Source: an optimization exercise on an open RTL-to-GDS flow (aim: small area). Production flows keep margins and buffers that such runs may drop.
At most, simulation tests tie the RTL to the original design; equivalence was not proved.

==> run R: inputs <==
Design top, start of the top module:
module top
  (
	input osc_clk,
	input rst,
	input [63:0] tune,
	output [7:0] MYLED,
	output TX_NCO,
	input  RFIn,
	output RFOut,
	output MOSI_I,
	input MISO_I,
	output SCK_I,
	output SSEL_I,
	output MOSI_Q,
	input MISO_Q,
	output SCK_Q,
	output SSEL_Q,
	output PWMOut
	);
clock: 15.4 ns
lec_check: 0
abc_area: 1
cap_margin: 20
core_margin: 2
core_utilization: 40
cts_cluster_diameter: 60
cts_cluster_size: 30
slew_margin: 20
run.sh (not shown) runs the stock make flow with config.mk's settings and CLKGATE_MAP_FILE= SYNTH_SCRIPT=/design/flow/synth_recipe.tcl, a recipe that flattens the netlist after the stock synthesis.
==> inputs of run K, as changes to run R <==
==> flow/config.mk (replaced) <==
export PLATFORM = sky130hd
export DESIGN_NAME = top
export DESIGN_NICKNAME = top
export VERILOG_FILES = /design/flow/design.v
export SDC_FILE = /design/flow/constraint.sdc
export NUM_CORES = 4
export LEC_CHECK = 0
export ABC_AREA = 1
export CAP_MARGIN = 20
export CORE_MARGIN = 2
export CORE_UTILIZATION = 40
export CTS_CLUSTER_DIAMETER = 100
export CTS_CLUSTER_SIZE = 24
export SLEW_MARGIN = 20
==> inputs of run G, as changes to run R <==
--- a/flow/design.v
+++ b/flow/design.v
@@ -1,27 +1,35 @@
 module nco_sig (
   input         clk,
   input         rst,
   input  [63:0] tune,
-  output reg [10:0] Pobs    
+  output [31:0] ph_hi     
 );
   reg [63:0] g0;
-  reg [31:0] E, H;
-  reg        cE;
-  wire [31:0] sE, sH;
-  wire        coE, coH;
-  rca #(32) al (.a(rst ? g0[31:0] : E), .b(tune[31:0]), .ci(1'b0), .s(sE), .co(coE));
-  rca #(32) ah (.a(rst ? 32'd0 : H), .b(g0[63:32]), .ci(~rst & cE), .s(sH), .co(coH));
+  reg [31:0] g1h;
+  reg [31:0] L, H;
+  reg        cL;
+  wire [31:0] sL, sH;
+  wire        coL, coH;
+  rca #(32) al (.a(L), .b(g0[31:0]), .ci(1'b0), .s(sL), .co(coL));
+  rca #(32) ah (.a(H), .b(g1h),      .ci(cL),   .s(sH), .co(coH));
   always @(posedge clk) begin
-    g0   <= tune;
-    E    <= sE;
-    cE   <= coE;
-    H    <= sH;
-    Pobs <= rst ? 11'd0 : {H[31:22], H[11]};
+    g0  <= tune;
+    g1h <= g0[63:32];
+    if (rst) begin
+      L  <= g0[31:0];
+      cL <= 1'b0;
+      H  <= 32'd0;
+    end else begin
+      L  <= sL;
+      cL <= coL;
+      H  <= sH;
+    end
   end
+  assign ph_hi = H;
 endmodule
 module SinCos (
   input        Clock,
   input  [9:0] Theta,
   output reg       sin_neg,
   output reg [8:0] sin_mag,
   output reg       cos_neg,
@@ -323,26 +331,28 @@
   assign co = c[N];
 endmodule
 module cic_ch (
   input        clk,
   input        sgn,       
   input  [8:0] mag,
   input  [2:0] dump,      
-  input        plo,       
-  input        phi,       
-  input        pfirst,    
-  input        pout,      
+  input        go,        
+  input  [6:0] ph,
+  input        ph_last,   
+  input        s_in_en,   
+  input        s_out_en,  
   output       s_out
 );
   localparam W = 23;
   reg [W-1:0] d1 [0:2];
   reg [W-1:0] d2 [0:2];
   reg [W-1:0] d3 [0:2];
   reg [W-1:0] d4 [0:2];
   reg [W-1:0] e5 [0:2];
+  reg [W-1:0] dt [0:2];
   reg [1:0] c1r, c2r, c3r, c4r, c5r;
   wire [W-1:0] xs [0:2];
   assign xs[0] = {{(W-10){1'b0}}, ~sgn, mag ^ {9{sgn}}};
   assign xs[1] = {W{1'b0}};
   assign xs[2] = {W{1'b0}};
   genvar s;
   generate
@@ -362,80 +372,53 @@
       rca #(W) a5 (.a(e5in),  .b(d4[s]), .ci(ci5), .s(s5), .co(co5));
       always @(posedge clk) begin
         d1[s] <= s1;
         d2[s] <= s2;
         d3[s] <= s3;
         d4[s] <= s4;
         e5[s] <= s5;
+        if (dump[s]) dt[s] <= e5[s];
       end
       if (s < 2) begin : cr
         always @(posedge clk) begin
           c1r[s] <= co1;
           c2r[s] <= co2;
           c3r[s] <= co3;
           c4r[s] <= co4;
           c5r[s] <= co5;
         end
       end
     end
   endgenerate
-  wire [68:0] e5w = {e5[2], e5[1], e5[0]};
-  reg  [63:0] dt;
-  reg  [4:0]  dth;
-  genvar p;
-  generate
-    for (p = 0; p < 64; p = p + 1) begin : dtp
-      localparam integer J0 = (p - 29 + 128) % 64;    
-      localparam integer J1 = (p - 28 + 128) % 64;    
-      localparam integer J2 = (p - 27 + 128) % 64;    
-      wire ld0 = dump[0] && (J0 < 23);
-      wire ld1 = dump[1] && (J1 >= 23) && (J1 < 46);
-      wire ld2 = dump[2] && (J2 >= 46);
-      always @(posedge clk)
-        dt[p] <= ld0 ? e5w[J0] : ld1 ? e5w[J1] : ld2 ? e5w[J2] : dt[(p + 1) % 64];
-    end
-  endgenerate
-  always @(posedge clk)
-    if (dump[2])  dth <= e5w[68:64];
-    else if (phi) dth <= {1'b0, dth[4:1]};
-  wire c1 = plo ? dt[0] : dth[0];
-  reg [63:0] p1, p2, p3, p4;
-  reg [4:0]  h1, h2, h3, h4;
+  wire [68:0] dtw = {dt[2], dt[1], dt[0]};
+  wire c1 = dtw[ph];
+  reg [68:0] p1, p2, p3, p4;
   reg b2, b3, b4, b5;
-  wire q1 = plo ? p1[0] : h1[0];
-  wire q2 = plo ? p2[0] : h2[0];
-  wire q3 = plo ? p3[0] : h3[0];
-  wire q4 = plo ? p4[0] : h4[0];
-  wire i2 = pfirst ? 1'b0 : b2;
-  wire i3 = pfirst ? 1'b0 : b3;
-  wire i4 = pfirst ? 1'b0 : b4;
-  wire i5 = pfirst ? 1'b0 : b5;
-  wire c2 = c1 ^ q1 ^ i2;
-  wire c3 = c2 ^ q2 ^ i3;
-  wire c4 = c3 ^ q3 ^ i4;
-  wire c5 = c4 ^ q4 ^ i5;
+  wire q1 = p1[0], q2 = p2[0], q3 = p3[0], q4 = p4[0];
+  wire c2 = c1 ^ q1 ^ b2;
+  wire c3 = c2 ^ q2 ^ b3;
+  wire c4 = c3 ^ q3 ^ b4;
+  wire c5 = c4 ^ q4 ^ b5;
+  wire o2 = (~c1 & (q1 | b2)) | (q1 & b2);
+  wire o3 = (~c2 & (q2 | b3)) | (q2 & b3);
+  wire o4 = (~c3 & (q3 | b4)) | (q3 & b4);
+  wire o5 = (~c4 & (q4 | b5)) | (q4 & b5);
   always @(posedge clk) begin
-    b2 <= (~c1 & (q1 | i2)) | (q1 & i2);
-    b3 <= (~c2 & (q2 | i3)) | (q2 & i3);
-    b4 <= (~c3 & (q3 | i4)) | (q3 & i4);
-    b5 <= (~c4 & (q4 | i5)) | (q4 & i5);
-    p1 <= {plo ? c1 : p1[0], p1[63:1]};
-    p2 <= {plo ? c2 : p2[0], p2[63:1]};
-    p3 <= {plo ? c3 : p3[0], p3[63:1]};
-    p4 <= {plo ? c4 : p4[0], p4[63:1]};
-    if (phi) begin
-      h1 <= {c1, h1[4:1]};
-      h2 <= {c2, h2[4:1]};
-      h3 <= {c3, h3[4:1]};
-      h4 <= {c4, h4[4:1]};
-    end
+    b2 <= ph_last ? 1'b0 : o2;
+    b3 <= ph_last ? 1'b0 : o3;
+    b4 <= ph_last ? 1'b0 : o4;
+    b5 <= ph_last ? 1'b0 : o5;
+    p1 <= {go ? c1 : q1, p1[68:1]};
+    p2 <= {go ? c2 : q2, p2[68:1]};
+    p3 <= {go ? c3 : q3, p3[68:1]};
+    p4 <= {go ? c4 : q4, p4[68:1]};
   end
   reg [31:0] S;
   always @(posedge clk)
-    S <= {pout ? c5 : S[0], S[31:1]};
+    if (s_in_en | s_out_en) S <= {c5, S[31:1]};
   assign s_out = S[0];
 endmodule
 module Hilbert (
   input             clk,
   input             rst,
   input      [11:0] count,
   input             sI,       
@@ -632,37 +615,51 @@
     count <= rst ? 12'd0 : count + 12'd1;
   reg RFInR1, RFInR;
   always @(posedge osc_clk) begin
     RFInR1 <= RFIn;
     RFInR  <= RFInR1;
   end
   assign RFOut = RFInR1;
-  wire [10:0] Pobs;
-  nco_sig ncoGen (.clk(osc_clk), .rst(rst), .tune(tune), .Pobs(Pobs));
+  wire [31:0] ph_hi;
+  nco_sig ncoGen (.clk(osc_clk), .rst(rst), .tune(tune), .ph_hi(ph_hi));
   wire sin_neg, cos_neg;
   wire [8:0] sin_mag, cos_mag;
-  SinCos SinCos1 (.Clock(osc_clk), .Theta(Pobs[10:1]),
+  SinCos SinCos1 (.Clock(osc_clk), .Theta(ph_hi[31:22]),
                   .sin_neg(sin_neg), .sin_mag(sin_mag),
                   .cos_neg(cos_neg), .cos_mag(cos_mag));
-  assign TX_NCO = Pobs[0];
+  assign TX_NCO = ph_hi[11];
   assign MYLED[2] = sin_mag[4] ^ (sin_neg & (|sin_mag[3:0]));
   assign MYLED[1] = sin_neg & (|sin_mag);
   assign MYLED[7:6] = 2'b01;
   assign MYLED[3] = 1'b1;
   assign MYLED[0] = 1'b1;
   wire [2:0] dump = {count == 12'd4095, count == 12'd4094, count == 12'd4093};
-  wire plo    = (count >= 12'd27) && (count <= 12'd90);
-  wire phi    = (count >= 12'd91) && (count <= 12'd95);
-  wire pfirst = (count == 12'd27);
-  wire pout   = (count >= 12'd64) && (count <= 12'd95);
+  reg [6:0] ph;
+  reg go, pend;
+  wire ph_last = (ph == 7'd68);
+  always @(posedge osc_clk) begin
+    if (rst) begin
+      ph <= 7'd0;
+      go <= 1'b0;
+      pend <= 1'b0;
+    end else begin
+      ph <= ph_last ? 7'd0 : ph + 7'd1;
+      if (ph_last) go <= pend;
+      if (count == 12'd4095) pend <= 1'b1;
+      else if (ph_last) pend <= 1'b0;
+    end
+  end
+  wire s_in_en = go && (ph >= 7'd37);
   wire sI, sQ, wrI, wrQ;
   cic_ch CIC_I (.clk(osc_clk), .sgn(RFInR ^ sin_neg), .mag(sin_mag), .dump(dump),
-                .plo(plo), .phi(phi), .pfirst(pfirst), .pout(pout), .s_out(sI));
+                .go(go), .ph(ph), .ph_last(ph_last), .s_in_en(s_in_en),
+                .s_out_en(wrI), .s_out(sI));
   cic_ch CIC_Q (.clk(osc_clk), .sgn(RFInR ^ cos_neg), .mag(cos_mag), .dump(dump),
-                .plo(plo), .phi(phi), .pfirst(pfirst), .pout(pout), .s_out(sQ));
+                .go(go), .ph(ph), .ph_last(ph_last), .s_in_en(s_in_en),
+                .s_out_en(wrQ), .s_out(sQ));
   wire [31:0] accl, Iout;
   wire [11:0] acch;
   Hilbert Hilbert (.clk(osc_clk), .rst(rst), .count(count), .sI(sI), .sQ(sQ),
                    .wrI(wrI), .wrQ(wrQ), .accl(accl), .acch(acch), .Iout(Iout));
   SPI_Master #(.LO(0)) SPI_Master_I (.osc_clk(osc_clk), .count(count), .rot(Iout),
                            .hi(12'd0), .MISO(MISO_I), .MOSI(MOSI_I), .led(MYLED[4]));
   SPI_Master #(.LO(12)) SPI_Master_Q (.osc_clk(osc_clk), .count(count), .rot(accl),
==> flow/config.mk (replaced) <==
export PLATFORM = sky130hd
export DESIGN_NAME = top
export DESIGN_NICKNAME = top
export VERILOG_FILES = /design/flow/design.v
export SDC_FILE = /design/flow/constraint.sdc
export NUM_CORES = 4
export LEC_CHECK = 0
export CAP_MARGIN = 20
export CORE_MARGIN = 2
export CORE_UTILIZATION = 40
export SLEW_MARGIN = 20
==> impl_metrics.py <==
metrics = {
    "finish": {
        "final_util_pct": 46.9,
        "nFlopsAndLatches": 4791,
    },
    "run_status": {
        "status": "finished clean",
    },
    "routing": {
        "viasPerCell": 4.21,
    },
    "worst_setup_path": {
        "r2r_start": "ncoGen.L[0]",
    },
}
-- figures above: run G

==> impl_metrics.py <==
metrics = {
    "clock_network": {
        "cts_setup_buffers": 0,
    },
    "worst_setup_path": {
        "r2r_start": "ncoGen.H[0]",
    },
    "run_status": {
        "status": "finished clean",
    },
    "finish": {
        "nFlopsAndLatches": 4761,
        "final_util_pct": 45.6,
    },
    "timing": {
        "clock-skew-final_ns": 0.0525,
    },
    "routing": {
        "viasPerCell": 4.05,
    },
}
-- figures above: run R

==> impl_metrics.py <==
metrics = {
    "routing": {
        "viasPerCell": 4.08,
    },
    "finish": {
        "nFlopsAndLatches": 4761,
        "final_util_pct": 44.0,
        "comb.multi_input.count": 2387,
    },
    "grt": {
        "grt_max_degree": 97,
    },
    "worst_setup_path": {
        "r2r_start": "ncoGen.H[0]",
    },
    "run_status": {
        "status": "finished clean",
    },
    "synthesis": {
        "synth_ff_type": "dfxtp_1",
    },
}
-- figures above: run K

Function not checked in run R and run K: the RTL went through the layout flow alone.

## what the ideal ports hide
How much do the figures lean on ideal ports? The routed layouts below were timed once more, with nothing changed but the port constraints.
Step 1: set_driving_cell puts a clkbuf_16 on osc_clk and a buf_2 on each other input, an assumption about the parent block.
Step 2 times the ports against the registers' clock, not the clock port: input delays grow and output delays shrink by t, the midpoint of the rising clock arrivals with the driver on.
Slacks: ideal / step 1 / step 2; pairs: ideal / step 1.
run | shift t [ns] | setup slack, ns | worst setup path after step 2 | worst data-port slew with drivers (ns)
run R | 0.953 | 0.332 / 0.202 / -0.751 | input to register | 0.22
run K | 0.982 | 0.323 / 0.235 / -0.747 | input to register | 0.23
run G | 0.984 | 0.582 / 0.582 / 0.582 | register to register | 0.13
With both steps, setup timing fails in run R and run K, where it was met with ideal ports. For run R, which loses most, drivers alone change the setup slack by -0.130 ns; drivers and shift together by -1.083 ns.
